Context: an optimization exercise on an open-source flow, tuned for small area. The choices shown serve that exercise and are no tape-out recipe.
The RTL was checked by simulation tests, not by an equivalence proof against the original design.

==> design/flow/design.v <==
`timescale 1ns / 1ps
module sqrt_pipe (
    input wire clk,
    input wire reset,
    input wire [15:0] din,
    output wire [15:0] dout
    );
    reg [15:0] x_s   [1:8];    
    reg [9:0]  rem_s [1:8];    
    reg [7:0]  root_s[1:8];    
    reg [8:0]  result;
    integer i;
    reg [15:0] x_c;
    reg [9:0]  rem_c;
    reg [7:0]  root_c;
    reg [11:0] rem_n;
    reg [11:0] trial;
    always @(posedge clk) begin
        if (reset) begin
            for (i = 1; i <= 8; i = i + 1) begin
                x_s[i] <= 0;
                rem_s[i] <= 0;
                root_s[i] <= 0;
            end
            result <= 0;
        end else begin
            for (i = 0; i < 8; i = i + 1) begin
                if (i == 0) begin
                    x_c = din;
                    rem_c = 0;
                    root_c = 0;
                end else begin
                    x_c = x_s[i];
                    rem_c = rem_s[i];
                    root_c = root_s[i];
                end
                rem_n = {rem_c, x_c[15:14]};
                trial = {2'b00, root_c, 2'b01};
                if (rem_n >= trial) begin
                    rem_s[i+1] <= rem_n - trial;
                    root_s[i+1] <= {root_c[6:0], 1'b1};
                end else begin
                    rem_s[i+1] <= rem_n[9:0];
                    root_s[i+1] <= {root_c[6:0], 1'b0};
                end
                x_s[i+1] <= {x_c[13:0], 2'b00};
            end
            if (rem_s[8] > {2'b00, root_s[8]})
                result <= {1'b0, root_s[8]} + 9'd1;
            else
                result <= {1'b0, root_s[8]};
        end
    end
    assign dout = {7'b0000000, result};
endmodule
`timescale 1ns / 1ps
module threshold #(
    parameter N = 32,
    parameter K = 5  
    )
    (
    input wire clk,
    input wire reset,
    input wire [15:0] in_data,
    input wire f_compute,
    input wire ready,
    input wire rst,
    output reg valid,
    output reg [15:0] pos_threshold,
    output reg [15:0] neg_threshold,
    output wire [15:0] out_mean
    );
    localparam DATA_WIDTH = 16;
    localparam SQ_WIDTH = 2*DATA_WIDTH;  
    localparam ACC_WIDTH = DATA_WIDTH + $clog2(N);
    reg [DATA_WIDTH-1:0] data_buffer [0:N-1];
    reg [SQ_WIDTH-1:0] sq_diff_buffer [0:N-1];
    reg [ACC_WIDTH:0] acc;
    reg [SQ_WIDTH+$clog2(N):0] sq_acc;
    reg [$clog2(N)-1:0] pointer;
    integer index;
    reg [16:0] mean;
    wire [15:0] variance;
    wire [15:0]std;
    wire sqrt_in_valid;
    reg [3:0] r_latency;
    parameter LATENCY = 9;
    sqrt_pipe sqrt (
        .clk(clk),
        .reset(reset),
        .din(variance),  
        .dout(std)  
    );  
    wire [15:0] sample = in_data;
    wire [SQ_WIDTH-1:0] sq_diff = (in_data-mean)*(in_data-mean);
    always @(posedge clk) begin
        if (reset) begin
            acc <= 0;
            sq_acc <= 0;
            pointer <= 0;
            mean <= 0;
            r_latency <= 0;
            valid <= 0;
            pos_threshold <= 0;
            neg_threshold <= 0;
            for (index = 0; index < N; index = index + 1) begin
                data_buffer[index] <= 0;
                sq_diff_buffer[index] <= 0;
            end
        end else begin
        if (rst) begin
            acc <= 0;
            sq_acc <= 0;
            pointer <= 0;
        end
        if (f_compute) begin
            acc <= acc - data_buffer[pointer] + sample;
            sq_acc <= sq_acc - sq_diff_buffer[pointer] + sq_diff;
            data_buffer[pointer] <= sample;
            sq_diff_buffer[pointer] <= sq_diff;
            pointer <= (pointer +1 ) %N;
                mean <= acc>>$clog2(N);
                if (r_latency < LATENCY) begin
                 r_latency <= r_latency +1;
                end else begin
                    if ((std/2) != 0) begin
                        if ((mean + (K*std/2)) > 16'hFFFF) begin
                            pos_threshold <= 16'hFFFF;
                        end else begin
                            pos_threshold <= mean + (K*std/2);
                        end
                        if (K*(std/2) > mean) begin
                            neg_threshold <= mean - mean;
                        end else begin
                            neg_threshold <= mean - K*(std/2);
                        end
                        valid <= 1;
                    end else begin
                        pos_threshold <= mean + K;
                        neg_threshold <= mean - K;
                        valid <= 1;
                    end
               end
            end
        end
        end
    assign variance = sq_acc>>$clog2(N);
    assign out_mean = mean;
endmodule
`timescale 1ns / 1ps
module processing(
    input wire clk,
    input wire reset,
    input wire ready,
    input  wire [15:0] i_xadc,
    output reg [15:0] r_pos_threshold,
    output reg [15:0] r_neg_threshold,
    output reg [15:0] out_wave
    );
    wire threshold_valid;
    wire [15:0] pos_threshold;
    wire [15:0] neg_threshold;
    wire [15:0] in_mean;
    reg thresh_rst;
    reg [15:0] in_data;
    reg compute_thresh;
    threshold threshold (
    .clk(clk),
    .reset(reset),
    .in_data(in_data),
    .f_compute(compute_thresh),
    .ready(ready),
    .rst(thresh_rst),
    .valid(threshold_valid),
    .pos_threshold(pos_threshold),
    .neg_threshold(neg_threshold),
    .out_mean(in_mean)
    );
    parameter N = 32;
    parameter PEAK =64;
    parameter DELAY = 16;
    reg [$clog2(PEAK):0] peak_counter;
    reg rec_peak;
    reg [15:0] pos_thresh_delay_line [0:DELAY-1];
    reg [15:0] neg_thresh_delay_line [0:DELAY-1];
    reg [$clog2(DELAY):0] delay_ptr;
    localparam [1:0]
        init = 0,
        baseline = 1,
        peak = 2;
    reg [1:0] state;
    wire [15:0] delayed_pos_threshold = pos_thresh_delay_line[(delay_ptr + 1) % DELAY];
    wire [15:0] delayed_neg_threshold = neg_thresh_delay_line[(delay_ptr + 1) % DELAY];
    reg [$clog2(N):0] counter;
    integer i;
    always @(posedge clk) begin
        if (reset) begin
            peak_counter <= 0;
            thresh_rst <= 0;
            rec_peak <= 0;
            in_data <= 0;
            compute_thresh <= 0;
            delay_ptr <= 0;
            state <= init;
            counter <= 0;
            r_pos_threshold <= 0;
            r_neg_threshold <= 0;
            out_wave <= 0;
            for (i = 0; i < DELAY; i = i + 1) begin
                pos_thresh_delay_line[i] <= 0;
                neg_thresh_delay_line[i] <= 0;
            end
        end else begin
        case (state)
        init: begin
            if (counter < N) begin
                thresh_rst <= 0;
                if (ready) begin
                    in_data <= i_xadc;
                    compute_thresh <= 1;
                    pos_thresh_delay_line[delay_ptr] <= pos_threshold;
                    neg_thresh_delay_line[delay_ptr] <= neg_threshold;
                    delay_ptr <= (delay_ptr + 1) % DELAY;
                    counter <= counter + 1;
                    out_wave <= 16'b0;
                end
            end else begin
                if (ready) begin
                    in_data <= i_xadc;
                    compute_thresh <= 1;
                    pos_thresh_delay_line[delay_ptr] <= pos_threshold;
                    neg_thresh_delay_line[delay_ptr] <= neg_threshold;
                    r_pos_threshold <= delayed_pos_threshold;
                    r_neg_threshold <= delayed_neg_threshold;
                    delay_ptr <= (delay_ptr + 1) % DELAY;
                    out_wave <= 16'b0;
                    state <= baseline;
                end
            end
        end
        baseline: begin
            if (threshold_valid) begin
                if ((i_xadc < delayed_neg_threshold) || (i_xadc > delayed_pos_threshold)) begin
                    if (ready) begin
                        compute_thresh <= 0;
                        in_data <= in_mean;
                        out_wave <= i_xadc;
                        state <= peak;
                    end
                end else begin
                    if (ready) begin
                        compute_thresh <= 1;
                        in_data <= i_xadc;
                        r_pos_threshold <= delayed_pos_threshold;
                        r_neg_threshold <= delayed_neg_threshold;
                        pos_thresh_delay_line[delay_ptr] <= pos_threshold;
                        neg_thresh_delay_line[delay_ptr] <= neg_threshold;
                        delay_ptr <= (delay_ptr + 1) % DELAY;
                        out_wave <= 16'b0;
                    end
                end
            end
        end
        peak: begin
            if (peak_counter < PEAK) begin
                if (ready) begin
                    compute_thresh <= 0;
                    out_wave <= i_xadc;
                    in_data <= in_mean;
                    peak_counter <= peak_counter + 1 ;
                end
            end else if (threshold_valid) begin
                if ((i_xadc < delayed_neg_threshold) || (i_xadc > delayed_pos_threshold)) begin
                    if (ready) begin
                        compute_thresh <= 0;
                        in_data <= in_mean;
                        out_wave <= i_xadc;
                        peak_counter <= 0;
                    end
                end else if ((i_xadc < delayed_neg_threshold) && (i_xadc < delayed_pos_threshold)) begin
                    thresh_rst <= 1;
                    state <= init;
                    counter <= 0;
                end else if ((i_xadc > delayed_neg_threshold) && (i_xadc > delayed_pos_threshold)) begin
                    thresh_rst <= 1;
                    state <= init;
                    counter <= 0;
                end else begin
                    if (ready) begin
                        compute_thresh <= 1;
                        in_data <= i_xadc;
                        r_pos_threshold <= pos_threshold;
                        r_neg_threshold <= neg_threshold;
                        pos_thresh_delay_line[delay_ptr] <= pos_threshold;
                        neg_thresh_delay_line[delay_ptr] <= neg_threshold;
                        delay_ptr <= (delay_ptr + 1) % DELAY;
                        out_wave <= 16'b0;
                        state <= baseline;
                    end
                end
            end
        end
        endcase
        end
    end
endmodule
`timescale 1ns / 1ps
module adc_to_fifo(
    input wire clk,
    input wire rst,
    input wire ready,
    input wire [15:0] i_xadc,
    input wire i_dig,
    output reg [7:0] data_in,
    output reg write,
    input wire almost_full
    );
    reg [15:0] adc_sample;
    reg [15:0] post_sample;
    reg [15:0] negt_sample;
    reg [15:0] wave_sample;
    localparam [3:0]
        idle = 0,
        xadc_ready =1,
        start = 2,
        analog_msb = 3,
        analog_lsb = 4,
        post_msb = 5,
        post_lsb = 6,
        negt_msb = 7,
        negt_lsb = 8,
        wave_msb = 9,
        wave_lsb = 10,
        start_dig = 11,
        dig = 12
        ;
    reg [3:0] state;
    reg i_dig_sync_0;
    reg i_dig_sync_1;
    wire [15:0] pos_threshold;
    wire [15:0] neg_threshold;
    wire [15:0] wire_wave;
    processing processing (
        .clk(clk),
        .reset(rst),
        .ready(ready),
        .i_xadc({4'b0000, i_xadc[15:4]}),
        .r_pos_threshold(pos_threshold),
        .r_neg_threshold(neg_threshold),
        .out_wave(wire_wave)
    );
    always @(posedge clk) begin
        if (rst) begin
            i_dig_sync_0 <= 0;
            i_dig_sync_1 <= 0;
        end else begin
        i_dig_sync_0 <= i_dig;
        i_dig_sync_1 <= i_dig_sync_0;
        end
    end
    always @(posedge clk) begin
        if (rst) begin
            state <= idle;
            write <= 0;
            data_in <= 0;
            adc_sample <= 0;
            post_sample <= 0;
            negt_sample <= 0;
            wave_sample <= 0;
        end else begin
        write <= 0;
        case(state)
        idle: begin
            if (ready) begin
                state <= xadc_ready;
            end
        end
        xadc_ready: begin
            adc_sample <= {4'b0000, i_xadc[15:4]};
            post_sample <= pos_threshold; 
            negt_sample <= neg_threshold; 
            wave_sample <= wire_wave;
            state <= start;
        end
        start: begin
            if (!almost_full) begin
                data_in <= 8'hAA;
                write <= 1;
                state <= analog_msb;
            end
        end
        analog_msb: begin
            if (!almost_full) begin
                data_in <= adc_sample[15:8];
                write <= 1;
                state <= analog_lsb;
            end
        end
        analog_lsb: begin
            if (!almost_full) begin
                data_in <= adc_sample[7:0];
                write <= 1;
                state <= post_msb;
            end
        end
        post_msb: begin
            if (!almost_full) begin
                data_in <= post_sample[15:8];
                write <= 1;
                state <= post_lsb;
            end
        end
        post_lsb: begin
            if (!almost_full) begin
                data_in <= post_sample[7:0];
                write <= 1;
                state <= negt_msb;
            end
        end
         negt_msb: begin
            if (!almost_full) begin
                data_in <= negt_sample[15:8];
                write <= 1;
                state <= negt_lsb;
            end
        end
        negt_lsb: begin
            if (!almost_full) begin
                data_in <= negt_sample[7:0];
                write <= 1;
                state <= wave_msb;
            end
        end
        wave_msb: begin
            if (!almost_full) begin
                data_in <= wave_sample[15:8];
                write <= 1;
                state <= wave_lsb;
            end
        end
        wave_lsb: begin
            if (!almost_full) begin
                data_in <= wave_sample[7:0];
                write <= 1;
                state <= start_dig;
            end
        end
        start_dig: begin
            if (!almost_full) begin
                data_in <= 8'hBB;
                write <= 1;
                state <= dig;
            end
        end
        dig: begin
            if (!almost_full) begin
                data_in <= {7'b000000,i_dig_sync_1};
                write <= 1;
                state <= idle;
            end
        end
    endcase
        end
    end
endmodule
==> design/flow/run.sh <==
#!/bin/bash
# synth_recipe.tcl (not shown) runs the flow's synth.tcl, then flattens the netlist and writes it again
# the make line also repeats each setting of config.mk as NAME=value (left out here)
make -C /OpenROAD-flow-scripts/flow DESIGN_CONFIG=/design/flow/config.mk WORK_HOME=/design/flow/orfs CLKGATE_MAP_FILE= SYNTH_SCRIPT=/design/flow/synth_recipe.tcl finish
==> design/flow/config.mk <==
export PLATFORM = sky130hd
export DESIGN_NAME = adc_to_fifo
export DESIGN_NICKNAME = adc_to_fifo
export VERILOG_FILES = /design/flow/design.v
export SDC_FILE = /design/flow/constraint.sdc
export NUM_CORES = 4
export LEC_CHECK = 0
export CAP_MARGIN = 20
export CORE_MARGIN = 2
export CORE_UTILIZATION = 40
export PLACE_DENSITY = 0.6
export SLEW_MARGIN = 20
==> design/flow/constraint.sdc <==
create_clock -name core_clock -period 14.0 [get_ports {clk}]
set_input_delay 2.8000 -clock core_clock [delete_from_list [all_inputs] [get_ports {clk}]]
set_output_delay 2.8000 -clock core_clock [all_outputs]
set_load 0.01 [all_outputs]
==> results.txt <==
Die area - 259000 um2
R2r endpoint - processing.threshold.sq_acc[20]
Worst setup SP type - flip-flop
Synth Flop Type - edfxtp_1
Cell Area, Synth - 102000 um2
Detailed Place HPWL - 173000 um
Initial Util - 0.402
Filler cell count - 22835
Post-route insts no fill - 11670
Crit path kind - reg2reg
Die X - 509 um
Syn Inst Count - 8322
CP Max Fanout - 33
HP Start - processing.out_wave[12]
Synthesis-to-finish area growth - 10.9%
Vias per cell - 5.63
Slew HR - 0.240
GRT Residual Overflow - 0
Critical path's most frequent cell - inv_1
Final Hold Viols - 0
Via Count - 65703
Synth unique cells - 86
Reg clk slew, reported paths - 70 ps
Tcrit/Tclk final - 0.800
Worst hold endpoint - wave_sample[12]
Critical Path RT - 14780 ps
Max Cap Viol - 0
Drt initial violations - 7425
Min-delay worst type - reg2reg
Avg Inst Size Synth - 12.3 um2
Max-slew violations - 0
Clk Latency, worst-skew pair - 910 ps
Reg area - 58800 um2
First-pass GRT wire length - 426000 um
CP max-delay cell - xor2_1
CTS Hold Bufs - 0
Post-cts sizing count - 0
Max frequency - 0.0893 GHz
Number of synthesized flops with an enable pin - 1664
CP endpoint kind - flip-flop
Setup Viol. Count Final - 0
Cells on worst reg2reg path - 39
Std cell rows - 185
Multi-input combinational cell area - 39800 um2
RePlAce Congestion - 0.874
Hold depth - 2
Place WS - 2720 ps
Die Y - 509 um
Clock skew - 145 ps
Reg-to-reg critical path startpoint - processing.threshold.mean[1]
Port Buffer Count - 25
Cell count after placement - 11277
Initial antenna violation count - 6
Global-route usage over all layers - 0.222
Seq/Total Area, Yosys - 0.576
Final setup TNS - 0 ps
Vias in the first global route - 65373
Crit path DAT - 11980 ps
TritonCTS Buffers - 214
CP peak stage delay - 860 ps
Wire per inst - 24.9 um
Tmin final - 11200 ps
Status - complete, no violations
DR DRC count - 0
CTS tree - done
Synth cell count leaders - 1883 x nor2_1, 1664 x edfxtp_1, 628 x nand2_1
Most frequent cell after synthesis - nor2_1
Post-route ant nets - 0
Slew @ Worst Pin - 1130 ps
RSZ-0062 raised after global routing - no
CORE AREA - 254000 um2
Dominant cell type by area after synthesis - edfxtp_1
Drt pass-1 iters - 6
Largest net degree at the start of global routing - 160
Async set or reset register ratio after synthesis - 0
Sink Count - 2105
Warnings from Yosys - 7
Post-synthesis register bit count - 2105
Share of cells above drive strength 1 - 0.136
Setup Fix Bufs, Post-CTS - 0
CTS root buf - clkbuf_16
Finished Core Util - 0.445
Yosys top cell area share - 0.490
Synth top area cells - edfxtp_1 49%, mux4_2 11%, dfxtp_1 8.7%, nor2_1 6.9%, fa_1 3.6%
# IOs - 30
Routed WL - 290000 um
CTS HTree Levels - 4
Bufs on Longest Clock Path - 3
Fin nets - 8608
Setup ws final - 2800 ps
Worst R2R Setup Slack - 2800 ps
[registers in the layout, summed over array words and instances (netlist names), 17 cells and up, named ones only]
name,flops
processing.threshold.sq_diff_buffer,640
processing.threshold.data_buffer,512
processing.neg_thresh_delay_line,256
processing.pos_thresh_delay_line,256
processing.threshold.sqrt.rem_s,73
processing.threshold.sqrt.x_s,56
processing.threshold.sqrt.root_s,36
processing.threshold.acc,22
processing.threshold.sq_acc,21
processing.threshold.mean,17
[final cells by class]
cell class / count / area share
sequential: 2105 / 0.520
tap: 3366 / 0.0372
clock buffer: 292 / 0.0517
inverter: 466 / 0.0155
timing repair buffer: 198 / 0.0143
clock inverter: 97 / 0.00943
antenna: 2 / 0.0000442
multi-input combinational: 5144 / 0.352
[how the worst max path moves through the flow]
stage / end / slack, ps / cells past startpoint / startpoint
after floorplan: processing.threshold.sq_acc[20] / 4580 / 43 / processing.in_data[0]
after global placement: processing.threshold.sq_acc[20] / 2840 / 40 / processing.threshold.mean[1]
after detailed placement: processing.threshold.sq_acc[20] / 2720 / 40 / processing.threshold.mean[1]
after CTS: processing.threshold.sq_acc[20] / 2720 / 40 / processing.threshold.mean[1]
after global routing: processing.threshold.sq_acc[20] / 2100 / 39 / processing.threshold.mean[1]
final: processing.threshold.sq_acc[20] / 2800 / 39 / processing.threshold.mean[1]
[layer usage]
layer | global-route usage | vias up | wire length, um
met2 | 0.360 | 2907 | 137000
li1 | - | 28853 | -
met1 | 0.303 | 33460 | 118000
met5 | 0 | - | 46
met4 | 0.0709 | 6 | 9480
met3 | 0.0383 | 477 | 25200
[logic make-up after synthesis]
| family | after synthesis | share of synthesized area |
|---|---|---|
| fa+ha+maj | 458 | 0.0695 |
| flops | 2105 | 0.576 |
| simple gates | 3154 | 0.131 |
| buf+inv | 1076 | 0.0399 |
| xor+xnor | 188 | 0.0163 |
| mux | 599 | 0.120 |
| other cells | 2 | 0.0000736 |
| compound gates | 740 | 0.0468 |
[placed cells by master (no fill, tap or decap), types with 62 or more instances in the layout]
cell / instances
and3_1: 108
xnor2_1: 118
buf_4: 168
nor2b_1: 90
edfxtp_1: 1664
nor2_1: 1880
a21oi_1: 228
mux4_2: 494
and2_1: 114
dfxtp_1: 435
inv_1: 461
nor3_1: 62
nand2_1: 610
ha_1: 274
fa_1: 181
o21ai_0: 141
nand2b_1: 67
a211oi_1: 67
clkbuf_16: 216
[per-stage QoR]
| step | hold WS [ps] | cell area [um2] |
|---|---|---|
| 2_1_floorplan | 414 | 102000 |
| 3_3_place_gp | 416 | 106000 |
| 3_5_place_dp | 420 | 106000 |
| 4_1_cts | 380 | 113000 |
| 5_1_grt | 398 | 113000 |
| 6_report | 380 | 113000 |
[critical path: cells and delay by family, from the launching register on]
kind            cells  cell delay [ps]
compound gates     11             2800
xor+xnor            4             1330
fa+ha+maj          10             3880
buf+inv             8             1380
flops               1              680
simple gates        6             1030

what the ideal ports hide:
The flow's constraints put no driver on any port. The routed layout listed below was extracted and timed again, unchanged, in two steps.
Step 1: set_driving_cell puts a clkbuf_16 on clk and a buf_2 on each other input, an assumption about the parent block.
Step 2, shift: input delay + t, output delay - t, t = (earliest + latest rising clock arrival at the registers) / 2. This alone moves slack from input paths to output paths.
Slacks: no drivers / after step 1 / after step 2; pairs: no drivers / after step 1.
shift t [ns]: 0.931
setup WS [ns]: 2.799 / 2.799 / 2.799
worst setup path after step 2: register to register
clock arrival spread, ns: 0.160 / 0.160
worst register clock-pin slew, ns: 0.07 / 0.07
After both steps this run still meets setup and hold. The setup slack of this run moves by 0.000 ns with the drivers and by 0.000 ns with both steps.
